From an optimization exercise on the open Yosys and OpenROAD flow, aimed at small area; shortcuts taken in it are not production practice.
In this exercise RTL edits were held to simulation tests only and were not proved equivalent to the original.
No activity file was given, so power comes from the tool's default toggle rates.

==> flow/design.v <==
`timescale 1ns / 1ps
module catTrap(Clk, Reset, Down_b, hCount, vCount, rgb, bright, Block_col, Block_row);
	input	Clk, Reset, Down_b;
	input [7:0] Block_col, Block_row;
	input [9:0] hCount, vCount;
	input bright;
	output reg [11:0] rgb;
	reg start;              
	reg won;
	reg [2:0] cr, cc;
	reg [41:0] blk;
	reg [41:0] vis_r;
	wire [41:0] vis;
	function gtk(input [9:0] x, input [9:0] K, input [9:0] M);
		integer i;
		reg g;
		begin
			g = 1'b0;
			for (i = 0; i < 10; i = i + 1)
				if (M[i])
					g = K[i] ? (x[i] & g) : (x[i] | g);
			gtk = g;
		end
	endfunction
	function [7:0] dec1h(input [7:0] b);
		reg m_lo, m_hi, multi;
		begin
			m_lo = (b[0] & b[1]) | (b[2] & b[3]) | ((b[0] | b[1]) & (b[2] | b[3]));
			m_hi = (b[4] & b[5]) | (b[6] & b[7]) | ((b[4] | b[5]) & (b[6] | b[7]));
			multi = m_lo | m_hi | (|b[3:0] & |b[7:4]);
			dec1h[7:1] = b[6:0] & {7{~multi}};
			dec1h[0] = ~|b[6:0] | multi;
		end
	endfunction
	function is_vsq(input integer k);
		is_vsq = (k / 7 >= 1) && (k / 7 <= 4) && (k % 7 >= 1) && (k % 7 <= 5) && (((k / 7) + (k % 7)) % 2 == 1);
	endfunction
	assign crh[0] = cr[2] & cr[0];
	assign crh[1] = cr[1] & ~cr[0];
	assign crh[2] = cr[2] & ~cr[1];
	assign crh[3] = ~cr[2] & ~cr[0];
	assign crh[4] = cr[0] & ~cr[1];
	assign crh[5] = cr[1] & ~cr[2];
	wire [5:0] crh;
	wire [6:0] cch;
	genvar gr, gc;
	generate
		for (gc = 0; gc < 7; gc = gc + 1) begin : ccdec
			assign cch[gc] = (cc == gc);
		end
	endgenerate
	wire [7:0] rsel = dec1h(Block_row);
	wire [7:0] csel = dec1h(Block_col);
	wire bvalid = go & ~rsel[6] & ~rsel[7] & ~csel[7];
	wire [5:0] rs;
	wire [41:0] fr;       
	generate
		for (gr = 0; gr < 6; gr = gr + 1) begin : bsr
			for (gc = 0; gc < 7; gc = gc + 1) begin : bsc
				assign fr[gr*7+gc] = ~(blk[gr*7+gc] | (rs[gr] & csel[gc]));
			end
		end
	endgenerate
	reg [5:0] colv;
	reg [6:0] rowv;
	reg b_dn, b_up, b_rt, b_lt;    
	always @(*) begin : nbr
		integer r, c;
		for (r = 0; r < 6; r = r + 1) begin
			colv[r] = 1'b0;
			for (c = 1; c < 6; c = c + 1)
				colv[r] = colv[r] | (cch[c] & fr[r*7+c]);
		end
		for (c = 0; c < 7; c = c + 1) begin
			rowv[c] = 1'b0;
			for (r = 1; r < 5; r = r + 1)
				rowv[c] = rowv[c] | (crh[r] & fr[r*7+c]);
		end
		b_dn = 1'b0; b_up = 1'b0; b_rt = 1'b0; b_lt = 1'b0;
		for (r = 1; r < 5; r = r + 1) begin
			b_dn = b_dn | (crh[r] & colv[r+1]);
			b_up = b_up | (crh[r] & colv[r-1]);
		end
		for (c = 1; c < 6; c = c + 1) begin
			b_rt = b_rt | (cch[c] & rowv[c+1]);
			b_lt = b_lt | (cch[c] & rowv[c-1]);
		end
	end
	wire on_edge = crh[0] | crh[5] | cch[0] | cch[6];
	wire started = ~start;
	wire lost = started & on_edge;
	wire go = started & ~on_edge & ~won & Down_b;
	wire n_dn = ~b_dn;
	wire n_rt = ~b_rt;
	wire n_up = ~b_up;
	wire n_lt = ~b_lt;
	wire moved = go & ~(n_dn & n_rt & n_up & n_lt);
	wire mv_dn = ~n_dn;
	wire mv_rt = n_dn & ~n_rt;
	wire mv_up = n_dn & n_rt & ~n_up;
	wire mv_lt = n_dn & n_rt & n_up & ~n_lt;
	reg [2:0] ncr, ncc;
	always @(*) begin
		ncr = mv_dn ? {cr[1:0], ~cr[2]} : mv_up ? {~cr[0], cr[2:1]} : cr;
		case (cc)
			3'd1: ncc = mv_rt ? 3'd2 : mv_lt ? 3'd0 : 3'd1;
			3'd2: ncc = mv_rt ? 3'd3 : mv_lt ? 3'd1 : 3'd2;
			3'd3: ncc = mv_rt ? 3'd4 : mv_lt ? 3'd2 : 3'd3;
			3'd4: ncc = mv_rt ? 3'd5 : mv_lt ? 3'd3 : 3'd4;
			3'd5: ncc = mv_rt ? 3'd6 : mv_lt ? 3'd4 : 3'd5;
			default: ncc = cc;
		endcase
	end
	wire [5:0] rk, mk;
	wire [6:0] ck;
	generate
		for (gr = 0; gr < 6; gr = gr + 1) begin : rowsig
			assign rs[gr] = bvalid & rsel[gr];
			assign mk[gr] = (gr == 0 || gr == 5) ? 1'b0 : moved & crh[gr];
			assign rk[gr] = start | mk[gr];
		end
		for (gc = 0; gc < 7; gc = gc + 1) begin : colsig
			assign ck[gc] = (gc == 0 || gc == 6) ? start : start | cch[gc];
		end
		for (gr = 0; gr < 6; gr = gr + 1) begin : sqr
			for (gc = 0; gc < 7; gc = gc + 1) begin : sqc
				always @(posedge Clk)
					blk[gr*7+gc] <= ~(fr[gr*7+gc] | (rk[gr] & ck[gc]));
				if (is_vsq(gr*7+gc)) begin : v
					always @(posedge Clk)
						vis_r[gr*7+gc] <= (vis_r[gr*7+gc] & started) | (mk[gr] & cch[gc]);
					assign vis[gr*7+gc] = vis_r[gr*7+gc];
				end else begin : nv
					assign vis[gr*7+gc] = 1'b0;
				end
			end
		end
	endgenerate
	always @(posedge Clk, posedge Reset) begin
		if (Reset) begin
			start <= 1'b1;
			won <= 1'b0;
			cr <= 3'b000;
			cc <= 3'd3;
		end else begin
			if (Down_b) start <= 1'b0;
			if (go & ~moved) won <= 1'b1;
			if (moved) begin
				cr <= ncr;
				cc <= ncc;
			end
		end
	end
	wire h_frame = gtk(hCount, 10'd189, 10'b1111111110) & ~gtk(hCount, 10'd550, 10'b1111111111);
	wire v_frame = gtk(vCount, 10'd139, 10'b0111111100) & ~gtk(vCount, 10'd450, 10'b1111111111);
	wire in_sq = gtk(hCount, 10'd199, 10'b1101111000) & gtk(vCount, 10'd149, 10'b0101111110);
	wire [6:0] hgt;
	wire [5:0] vgt;
	assign hgt[0] = 1'b1;
	assign hgt[1] = gtk(hCount, 10'd250, 10'b1100111111);
	assign hgt[2] = gtk(hCount, 10'd300, 10'b1111111111);
	assign hgt[3] = gtk(hCount, 10'd350, 10'b1111111111);
	assign hgt[4] = gtk(hCount, 10'd400, 10'b1111111111);
	assign hgt[5] = gtk(hCount, 10'd450, 10'b1111111111);
	assign hgt[6] = gtk(hCount, 10'd500, 10'b1111111111);
	assign vgt[0] = 1'b0;
	assign vgt[1] = gtk(vCount, 10'd200, 10'b0101111111);
	assign vgt[2] = gtk(vCount, 10'd250, 10'b0101111111);
	assign vgt[3] = gtk(vCount, 10'd300, 10'b0111111111);
	assign vgt[4] = gtk(vCount, 10'd350, 10'b0111111111);
	assign vgt[5] = gtk(vCount, 10'd400, 10'b0111111111);
	wire [6:0] pch = {hgt[6], hgt[5:0] & ~hgt[6:1]};
	wire [5:0] prh = {~vgt[1], vgt[1] & ~vgt[2], vgt[2] & ~vgt[3], vgt[3] & ~vgt[4], vgt[4] & ~vgt[5], vgt[5]};
	reg p_blk, p_vis;
	reg [5:0] pb_row, pv_row;
	always @(*) begin : dmux
		integer r, c;
		for (r = 0; r < 6; r = r + 1) begin
			pb_row[r] = 1'b0; pv_row[r] = 1'b0;
			for (c = 0; c < 7; c = c + 1) begin
				pb_row[r] = pb_row[r] | (pch[c] & blk[r*7+c]);
				pv_row[r] = pv_row[r] | (pch[c] & vis[r*7+c]);
			end
		end
		p_blk = 1'b0; p_vis = 1'b0;
		for (r = 0; r < 6; r = r + 1) begin
			p_blk = p_blk | (prh[r] & pb_row[r]);
			p_vis = p_vis | (prh[r] & pv_row[r]);
		end
	end
	wire p_odd = (prh[1] | prh[3] | prh[5]) ^ (pch[1] | pch[3] | pch[5]);
	wire p_cat = |(prh & crh) & |(pch & cch);
	always @(*) begin
		if (!bright)
			rgb = 12'h000;
		else if (h_frame && v_frame) begin
			if (!in_sq)
				rgb = 12'h07F;
			else if (p_blk & started)
				rgb = 12'h000;
			else if (p_cat)
				rgb = 12'hF80;
			else if (p_odd && !(p_vis & started))
				rgb = 12'hAAA;
			else
				rgb = 12'hFFF;
		end else if (start)
			rgb = 12'hF80;
		else if (lost)
			rgb = 12'hF00;
		else if (won)
			rgb = 12'h0F0;
		else
			rgb = 12'hAFF;
	end
endmodule
clock: 10.0 ns
lec_check: 0
abc_area: 1
cap_margin: 20
core_margin: 2
core_utilization: 40
gpl_timing_driven: 0
place_density: 0.6
slew_margin: 20
standard.sh (not shown) runs the stock make flow with config.mk's settings and CLKGATE_MAP_FILE= SYNTH_SCRIPT=/design/flow/synth_recipe.tcl, a recipe that flattens the netlist after the stock synthesis.
==> flow/flow/run.sh <==
#!/bin/bash
# The standard layout (standard.sh), with these changes:
#  - synthesis maps the logic with an area-oriented ABC script (flow/area.abc)
#    instead of ORFS's abc_area.script; everything else in the synthesis
#    script (synth_recipe.tcl) is unchanged, so the registers are the same;
#  - ports, and the outputs that share a driver, are buffered with
#    sky130_fd_sc_hd__buf_1 cells;
#  - clock tree: clkbuf_4 buffers, larger sink clusters, no dummy loads.
set -euo pipefail
W=$(pwd)
export MY_ABC_SCRIPT=$W/flow/area.abc
{
  echo 'proc abc {args} {'
  echo '  set i [lsearch -exact $args -script]'
  echo '  if { $i >= 0 } { lset args [expr {$i + 1}] $::env(MY_ABC_SCRIPT) }'
  echo '  yosys abc {*}$args'
  echo '}'
  cat "$W/synth_recipe.tcl"
} > "$W/flow_synth.tcl"
bash "$W/standard.sh" SYNTH_SCRIPT="$W/flow_synth.tcl" \
  "BUFFER_PORTS_ARGS=-buffer_cell sky130_fd_sc_hd__buf_1" \
  "MIN_BUF_CELL_AND_PORTS=sky130_fd_sc_hd__buf_1 A X" SYNTH_INSBUF=0 \
  "CTS_ARGS=-sink_clustering_enable -repair_clock_nets -dont_use_dummy_load -buf_list sky130_fd_sc_hd__clkbuf_4 -sink_clustering_size 30 -sink_clustering_max_diameter 150" \
  finish > "$W/standard.log" 2>&1
==> flow/flow/area.abc <==
&get -n
&st
&dch -f
&nf -R 1000 -p -C 32 -F 10 -A 10
&put
Rerun with:
--- a/flow/design.v
+++ b/flow/design.v
@@ -3,11 +3,11 @@
 	input	Clk, Reset, Down_b;
 	input [7:0] Block_col, Block_row;
 	input [9:0] hCount, vCount;
 	input bright;
 	output reg [11:0] rgb;
-	reg start;              
+	reg started;
 	reg won;
 	reg [2:0] cr, cc;
 	reg [41:0] blk;
 	reg [41:0] vis_r;
 	wire [41:0] vis;
@@ -85,11 +85,11 @@
 			b_rt = b_rt | (cch[c] & rowv[c+1]);
 			b_lt = b_lt | (cch[c] & rowv[c-1]);
 		end
 	end
 	wire on_edge = crh[0] | crh[5] | cch[0] | cch[6];
-	wire started = ~start;
+	wire start = ~started;
 	wire lost = started & on_edge;
 	wire go = started & ~on_edge & ~won & Down_b;
 	wire n_dn = ~b_dn;
 	wire n_rt = ~b_rt;
 	wire n_up = ~b_up;
@@ -136,16 +136,16 @@
 			end
 		end
 	endgenerate
 	always @(posedge Clk, posedge Reset) begin
 		if (Reset) begin
-			start <= 1'b1;
+			started <= 1'b0;
 			won <= 1'b0;
 			cr <= 3'b000;
 			cc <= 3'd3;
 		end else begin
-			if (Down_b) start <= 1'b0;
+			if (Down_b) started <= 1'b1;
 			if (go & ~moved) won <= 1'b1;
 			if (moved) begin
 				cr <= ncr;
 				cc <= ncc;
 			end
@@ -170,24 +170,24 @@
 	assign vgt[4] = gtk(vCount, 10'd350, 10'b0111111111);
 	assign vgt[5] = gtk(vCount, 10'd400, 10'b0111111111);
 	wire [6:0] pch = {hgt[6], hgt[5:0] & ~hgt[6:1]};
 	wire [5:0] prh = {~vgt[1], vgt[1] & ~vgt[2], vgt[2] & ~vgt[3], vgt[3] & ~vgt[4], vgt[4] & ~vgt[5], vgt[5]};
 	reg p_blk, p_vis;
-	reg [5:0] pb_row, pv_row;
+	reg [6:0] pb_col, pv_col;
 	always @(*) begin : dmux
 		integer r, c;
-		for (r = 0; r < 6; r = r + 1) begin
-			pb_row[r] = 1'b0; pv_row[r] = 1'b0;
-			for (c = 0; c < 7; c = c + 1) begin
-				pb_row[r] = pb_row[r] | (pch[c] & blk[r*7+c]);
-				pv_row[r] = pv_row[r] | (pch[c] & vis[r*7+c]);
+		for (c = 0; c < 7; c = c + 1) begin
+			pb_col[c] = 1'b0; pv_col[c] = 1'b0;
+			for (r = 0; r < 6; r = r + 1) begin
+				pb_col[c] = pb_col[c] | (prh[r] & blk[r*7+c]);
+				pv_col[c] = pv_col[c] | (prh[r] & vis[r*7+c]);
 			end
 		end
 		p_blk = 1'b0; p_vis = 1'b0;
-		for (r = 0; r < 6; r = r + 1) begin
-			p_blk = p_blk | (prh[r] & pb_row[r]);
-			p_vis = p_vis | (prh[r] & pv_row[r]);
+		for (c = 0; c < 7; c = c + 1) begin
+			p_blk = p_blk | (pch[c] & pb_col[c]);
+			p_vis = p_vis | (pch[c] & pv_col[c]);
 		end
 	end
 	wire p_odd = (prh[1] | prh[3] | prh[5]) ^ (pch[1] | pch[3] | pch[5]);
 	wire p_cat = |(prh & crh) & |(pch & cch);
 	always @(*) begin
After rerunning: Hold slack hardly moves. Cell count climbs by 2.4%. Wire length went down by 3.2%. Non-clock buffer count stays the same. Clock power hardly moves.

## separate check: timing with driven ports
In the flow no input, the clock included, has a driving cell. The finished layouts below were timed again as built, in two steps. Step 1 assumes that a clkbuf_16 drives the clock port and a buf_2 every other input. Step 2 adds t to the input delays and takes it off the output delays; t is the mean of the earliest and latest rising clock arrival at the registers after step 1. Input paths then give back, and output paths get back, about the clock's delay inside the block. Slacks: ideal ports / drivers / drivers and shift; pairs: ideal ports / drivers.
| run | t (ns) | setup WS [ns] | clock arrival spread, ns | slew at the worst register clock pin (ns) | pins driven straight from the clock port |
|---|---|---|---|---|---|
| the first run | 0.431 | 2.416 / 2.393 / 2.393 | 0.026 / 0.026 | 0.10 / 0.10 | 1 |
| the second run | 0.420 | 1.708 / 1.687 / 1.687 | 0.025 / 0.025 | 0.10 / 0.10 | 1 |
After both steps every run listed still meets setup and hold. For the first run, which loses most, drivers alone change the setup slack by -0.023 ns; drivers and shift together by -0.023 ns.
